This design comes from an exercise in tuning for small area, a short achievable clock period and few clock cycles on the open sky130 flow, not from production work.
At most, simulation tests tie the RTL to the original design; equivalence was not proved.
Power figures rest on the tool's default switching activity, not on a simulated workload.

==> inputs of branch juniper <==
==> flow/design.v (excerpt) <==
module calc(
    input clk,
    input rst_n,
    input [7:0] num,
    input [2:0] op,
    input start,
    output [15:0] result,
    output [15:0] display_val,
    output [2:0] led_op,
    output stop
);
==> module calc, before the edit <==
module calc(
    input clk,
    input rst_n,
    input [7:0] num,
    input [2:0] op,
    input start,
    output [15:0] result,
    output [15:0] display_val,
    output [2:0] led_op,
    output stop
);
localparam ADD = 3'd6;
localparam SUB = 3'd5;
localparam MUL = 3'd4;
localparam DIV = 3'd1;
localparam ENT = 3'd2;
localparam CLR = 3'd3;
reg [15:0] a, b, r;
reg [2:0]  o;           
reg        stp;         
reg        busy;        
reg        show_b, show_r;
reg [3:0]  cnt;         
reg        algn;        
reg        fix;         
reg        sg;          
reg        bneg;        
wire ph = |o;
assign result = r;
assign display_val = show_b ? b : (show_r ? r : a);
assign led_op = o;
assign stop = stp;
wire is_add = (o == ADD);
wire is_sub = (o == SUB);
wire is_mul = (o == MUL);
wire is_div = (o == DIV);
wire div_run = busy & is_div & ~fix;
wire sel_a = (~busy & (is_add | is_sub)) | div_run;
wire inv_a = ~busy & is_sub;
wire sel_r = busy & (is_mul | fix);
wire y_en  = is_add | is_sub | (is_mul & a[0]) | is_div & ~fix;
wire y_inv = (~busy & is_div & b[15]) | (div_run & ~bneg);
wire ci    = y_inv | inv_a | (busy & fix);
wire [15:0] x = sel_a ? (a ^ {16{inv_a}}) : (sel_r ? r : 16'd0);
wire [15:0] y = (b & {16{y_en}}) ^ {16{y_inv}};
wire [15:0] s;
wire        co;
rca #(16) u_add(.x(x), .y(y), .ci(ci), .s(s), .co(co));
wire [15:0] cur = a;
wire [15:0] c10;
rca #(13) u_x10(.x(cur[12:0]), .y(cur[14:2]), .ci(1'b0), .s(c10[15:3]), .co());
assign c10[2:0] = {cur[1:0], 1'b0};
wire [7:0] hi1 = c10[15:8] + 8'd1;
wire [7:0] lo;
wire       c8;
cla8 u_lo(.x(c10[7:0]), .y(num), .s(lo), .co(c8));
wire [15:0] dg = {c8 ? hi1 : c10[15:8], lo};
wire [15:0] pm;         
assign pm[15] = a[15];
genvar gi;
generate
    for (gi = 14; gi >= 0; gi = gi - 1) begin : g_pm
        assign pm[gi] = pm[gi+1] | a[gi];
    end
endgenerate
wire fits = y[15] & (y[14] | ~bneg) & ~|(~y[14:0] & ~pm[15:1]) & ~&cnt;
wire req    = start & ~stp & ~busy;
wire q_dig  = req & (op == 3'd0);
wire q_clr  = req & (op == CLR);
wire q_ent  = req & (op == ENT) & ph;
wire q_opk  = req & (op == ADD || op == SUB || op == MUL || op == DIV) & ~ph;
wire mul_last = ~|a[15:1];
wire b_mul   = busy & is_mul;
wire b_fix   = busy & is_div & fix;
wire b_shift = div_run & algn & fits;
wire b_step  = div_run & ~(algn & fits);
wire last    = b_step & (cnt == 4'd0);
wire done    = (b_mul & mul_last) | b_fix | (last & ~sg);
wire e_mul = q_ent & is_mul;
wire e_div = q_ent & is_div;
wire e_as  = q_ent & (is_add | is_sub);
wire a_dg  = q_dig;
wire a_s   = e_div | (b_step & co & ~last);
wire a_sh  = e_mul | b_mul;
wire a_clr = q_clr | q_opk | e_as | last;
wire a_hld = ~(a_dg | a_s | a_sh | a_clr);
wire b_a   = q_opk | e_div;
wire b_shl = e_mul | b_mul | b_shift;
wire b_shr = b_step;
wire b_hld = ~(b_a | b_shl | b_shr);
wire r_s   = e_as | e_mul | b_mul | b_fix;
wire r_sh  = b_step;
wire r_ini = e_div;
wire r_clr = q_clr;
wire r_hld = ~(r_s | r_sh | r_ini | r_clr);
wire sgn = a[15] ^ b[15];
always @(posedge clk) begin
    if (~rst_n) begin
        a <= 0; r <= 0;
    end else begin
        a <= ({16{a_dg}} & dg) | ({16{a_s}} & s) |
             ({16{a_sh}} & {1'b0, a[15:1]}) | ({16{a_hld}} & a);
        r <= ({16{r_s}} & s) | ({16{r_sh}} & {r[14:0], co ^ sg}) |
             {16{r_ini & sgn}} | ({16{r_hld}} & r);
    end
end
always @(posedge clk) begin
    b <= ({16{b_a}} & a) | ({16{b_shl}} & {b[14:0], 1'b0}) |
         ({16{b_shr}} & {bneg, b[15:1]}) | ({16{b_hld}} & b);
end
always @(posedge clk) begin
    if (~rst_n) begin
        o <= 0; stp <= 0; busy <= 0; show_b <= 0; show_r <= 0;
        cnt <= 0; algn <= 0; fix <= 0; sg <= 0; bneg <= 0;
    end else begin
        if (stp & ~start) stp <= 0;
        if (req | done) stp <= 1;
        if ((e_mul & ~mul_last) | e_div) begin busy <= 1; stp <= 0; end
        if (done) busy <= 0;
        if (q_opk) o <= op;
        if (q_clr | e_as | (e_mul & mul_last) | done) o <= 0;
        if (q_dig) begin show_b <= 0; show_r <= 0; end
        if (q_opk & ~show_r) show_b <= 1;
        if (q_clr | q_ent) begin show_b <= 0; show_r <= 1; end
        if (e_div) begin
            sg <= sgn; bneg <= a[15];
            cnt <= 0; algn <= 1; fix <= 0;
        end
        if (b_shift) cnt <= cnt + 4'd1;
        if (b_step) begin
            algn <= 0;
            cnt <= cnt - 4'd1;
            if (cnt == 4'd0 && sg) fix <= 1;
        end
        if (b_fix) fix <= 0;
    end
end
endmodule
clock: 55.0 ns
lec_check: 0
cap_margin: 20
core_margin: 2
core_utilization: 80
place_density: 0.88
slew_margin: 20
standard.sh (not shown) runs the stock make flow with config.mk's settings and CLKGATE_MAP_FILE= SYNTH_SCRIPT=/design/flow/synth_recipe.tcl, a recipe that flattens the netlist after the stock synthesis.
==> flow/flow/run.sh <==
#!/bin/bash
# Layout flow: the standard flow with small port buffers and a clock
# tree of small buffers without dummy loads. Each tool's output is in standard.log.
bash standard.sh \
  "BUFFER_PORTS_ARGS=-buffer_cell sky130_fd_sc_hd__buf_1" \
  "CTS_ARGS=-sink_clustering_enable -repair_clock_nets -dont_use_dummy_load -buf_list sky130_fd_sc_hd__clkbuf_4" \
  finish > standard.log 2>&1
==> branch lagoon (differences from branch juniper) <==
--- a/flow/design.v
+++ b/flow/design.v
@@ -37,7 +37,7 @@
 wire div_run = busy & is_div & ~fix;
-wire sel_a = (~busy & (is_add | is_sub)) | div_run;
-wire inv_a = ~busy & is_sub;
+wire sel_a = (~busy & (is_add | is_sub | is_div)) | div_run;
+wire inv_a = ~busy & is_div & a[15];
 wire sel_r = busy & (is_mul | fix);
-wire y_en  = is_add | is_sub | (is_mul & a[0]) | is_div & ~fix;
-wire y_inv = (~busy & is_div & b[15]) | (div_run & ~bneg);
+wire y_en  = is_add | is_sub | (is_mul & a[0]) | div_run;
+wire y_inv = (~busy & is_sub) | (div_run & ~bneg);
 wire ci    = y_inv | inv_a | (busy & fix);
@@ -48,3 +48,3 @@
 rca #(16) u_add(.x(x), .y(y), .ci(ci), .s(s), .co(co));
-wire [15:0] cur = a;
+wire [15:0] cur = ph ? b : a;
 wire [15:0] c10;
@@ -81,11 +81,12 @@
 wire e_as  = q_ent & (is_add | is_sub);
-wire a_dg  = q_dig;
+wire a_dg  = q_dig & ~ph;
 wire a_s   = e_div | (b_step & co & ~last);
 wire a_sh  = e_mul | b_mul;
-wire a_clr = q_clr | q_opk | e_as | last;
+wire a_clr = q_clr | e_as | last;
 wire a_hld = ~(a_dg | a_s | a_sh | a_clr);
-wire b_a   = q_opk | e_div;
+wire b_dg  = q_dig & ph;
 wire b_shl = e_mul | b_mul | b_shift;
 wire b_shr = b_step;
-wire b_hld = ~(b_a | b_shl | b_shr);
+wire b_clr = q_clr | q_opk;
+wire b_hld = ~(b_dg | b_shl | b_shr | b_clr);
 wire r_s   = e_as | e_mul | b_mul | b_fix;
@@ -98,3 +99,3 @@
     if (~rst_n) begin
-        a <= 0; r <= 0;
+        a <= 0; b <= 0; r <= 0;
     end else begin
@@ -102,2 +103,4 @@
              ({16{a_sh}} & {1'b0, a[15:1]}) | ({16{a_hld}} & a);
+        b <= ({16{b_dg}} & dg) | ({16{b_shl}} & {b[14:0], 1'b0}) |
+             ({16{b_shr}} & {bneg, b[15:1]}) | ({16{b_hld}} & b);
         r <= ({16{r_s}} & s) | ({16{r_sh}} & {r[14:0], co ^ sg}) |
@@ -105,6 +108,2 @@
     end
-end
-always @(posedge clk) begin
-    b <= ({16{b_a}} & a) | ({16{b_shl}} & {b[14:0], 1'b0}) |
-         ({16{b_shr}} & {bneg, b[15:1]}) | ({16{b_hld}} & b);
 end
@@ -121,7 +120,6 @@
         if (q_clr | e_as | (e_mul & mul_last) | done) o <= 0;
-        if (q_dig) begin show_b <= 0; show_r <= 0; end
-        if (q_opk & ~show_r) show_b <= 1;
+        if (q_dig) begin show_b <= ph; show_r <= 0; end
         if (q_clr | q_ent) begin show_b <= 0; show_r <= 1; end
         if (e_div) begin
-            sg <= sgn; bneg <= a[15];
+            sg <= sgn; bneg <= b[15];
             cnt <= 0; algn <= 1; fix <= 0;
==> flow/run.sh (new file) <==
#!/bin/bash
# synth_recipe.tcl (not shown) runs the flow's synth.tcl, then flattens the netlist and writes it again
# the make line also repeats each setting of config.mk as NAME=value (left out here)
make -C /OpenROAD-flow-scripts/flow DESIGN_CONFIG=/design/flow/config.mk WORK_HOME=/design/flow/orfs CLKGATE_MAP_FILE= SYNTH_SCRIPT=/design/flow/synth_recipe.tcl finish
Settings changed: CORE_UTILIZATION 80 to 40, PLACE_DENSITY 0.88 to 0.6.
removed: flow/flow/run.sh
removed: flow/standard.sh
==> out/qor.txt <==
mux cell area share after synthesis: 5.40%
Clock Power Share: 52.5%
fillers: 1426
multi-input combinational area share: 62.4%
GPL Wtd Cong: 0.897
Area Overhead vs Synth: 15.1%
status: timing/DRC/antenna clean
CLK BUF: 12
clk tree area frac: 4.96%
Synthesized Nets: 781
Power Density: 18.6 mW/mm^2
Arrival @ worst endpoint: 13720 ps
Mapped Cells: 727
Pre-antenna DRT Iters: 7
Slowest Stage Delay on Critical Path: 690 ps
leading cell types in the layout, fill and taps excluded: 82 x nand2_1, 65 x o21ai_0, 61 x dfxtp_1, 52 x a21oi_1, 49 x clkdlybuf4s50_1
The numbers above come from branch lagoon.

==> out/qor.txt <==
status: timing/DRC/antenna clean
Power Density: 14.7 mW/mm^2
Arrival @ worst endpoint: 13880 ps
Slowest Stage Delay on Critical Path: 940 ps
leading cell types in the layout, fill and taps excluded: 90 x nand2_1, 63 x dfxtp_1, 49 x buf_1, 42 x xnor2_1, 42 x o21ai_0
Clock Power Share: 28.8%
fillers: 363
Synthesized Nets: 685
Area Overhead vs Synth: 4.24%
multi-input combinational area share: 67.2%
GPL Wtd Cong: 0.984
mux cell area share after synthesis: 4.00%
CLK BUF: 9
Mapped Cells: 631
The numbers above come from branch juniper.

Testbench counts of branch juniper, summed over its fixed seeds: cycles 28,086.
Function not checked in branch lagoon: the RTL went through the layout flow alone.

[afterwards: timing with drivers on the ports]
The flow's constraints put no driver on any port. The routed layouts listed below were extracted and timed again, unchanged, in two steps. Step 1 sets driving cells, clkbuf_16 on the clock port and buf_2 on the other inputs (assumed; they add their load-dependent delay and slew). Step 2 times the ports against the registers' clock, not the clock port: input delays grow and output delays shrink by t, the midpoint of the rising clock arrivals with the driver on. Three values: no drivers, after step 1, after step 2; two values: the first two.
run | t, ns | setup WS [ns] | hold slack, ns | worst setup path at the end | worst data-port slew with drivers (ns)
branch juniper | 0.441 | 41.396 / 41.403 / 40.962 | 0.531 / 0.531 / 0.531 | input to register | 0.04
branch lagoon | 0.378 | 41.484 / 41.492 / 41.114 | 0.526 / 0.526 / 0.526 | input to register | 0.03
After both steps every run listed still meets setup and hold. The setup slack of branch juniper, which loses most, moves by +0.007 ns with the drivers and by -0.434 ns with both steps.
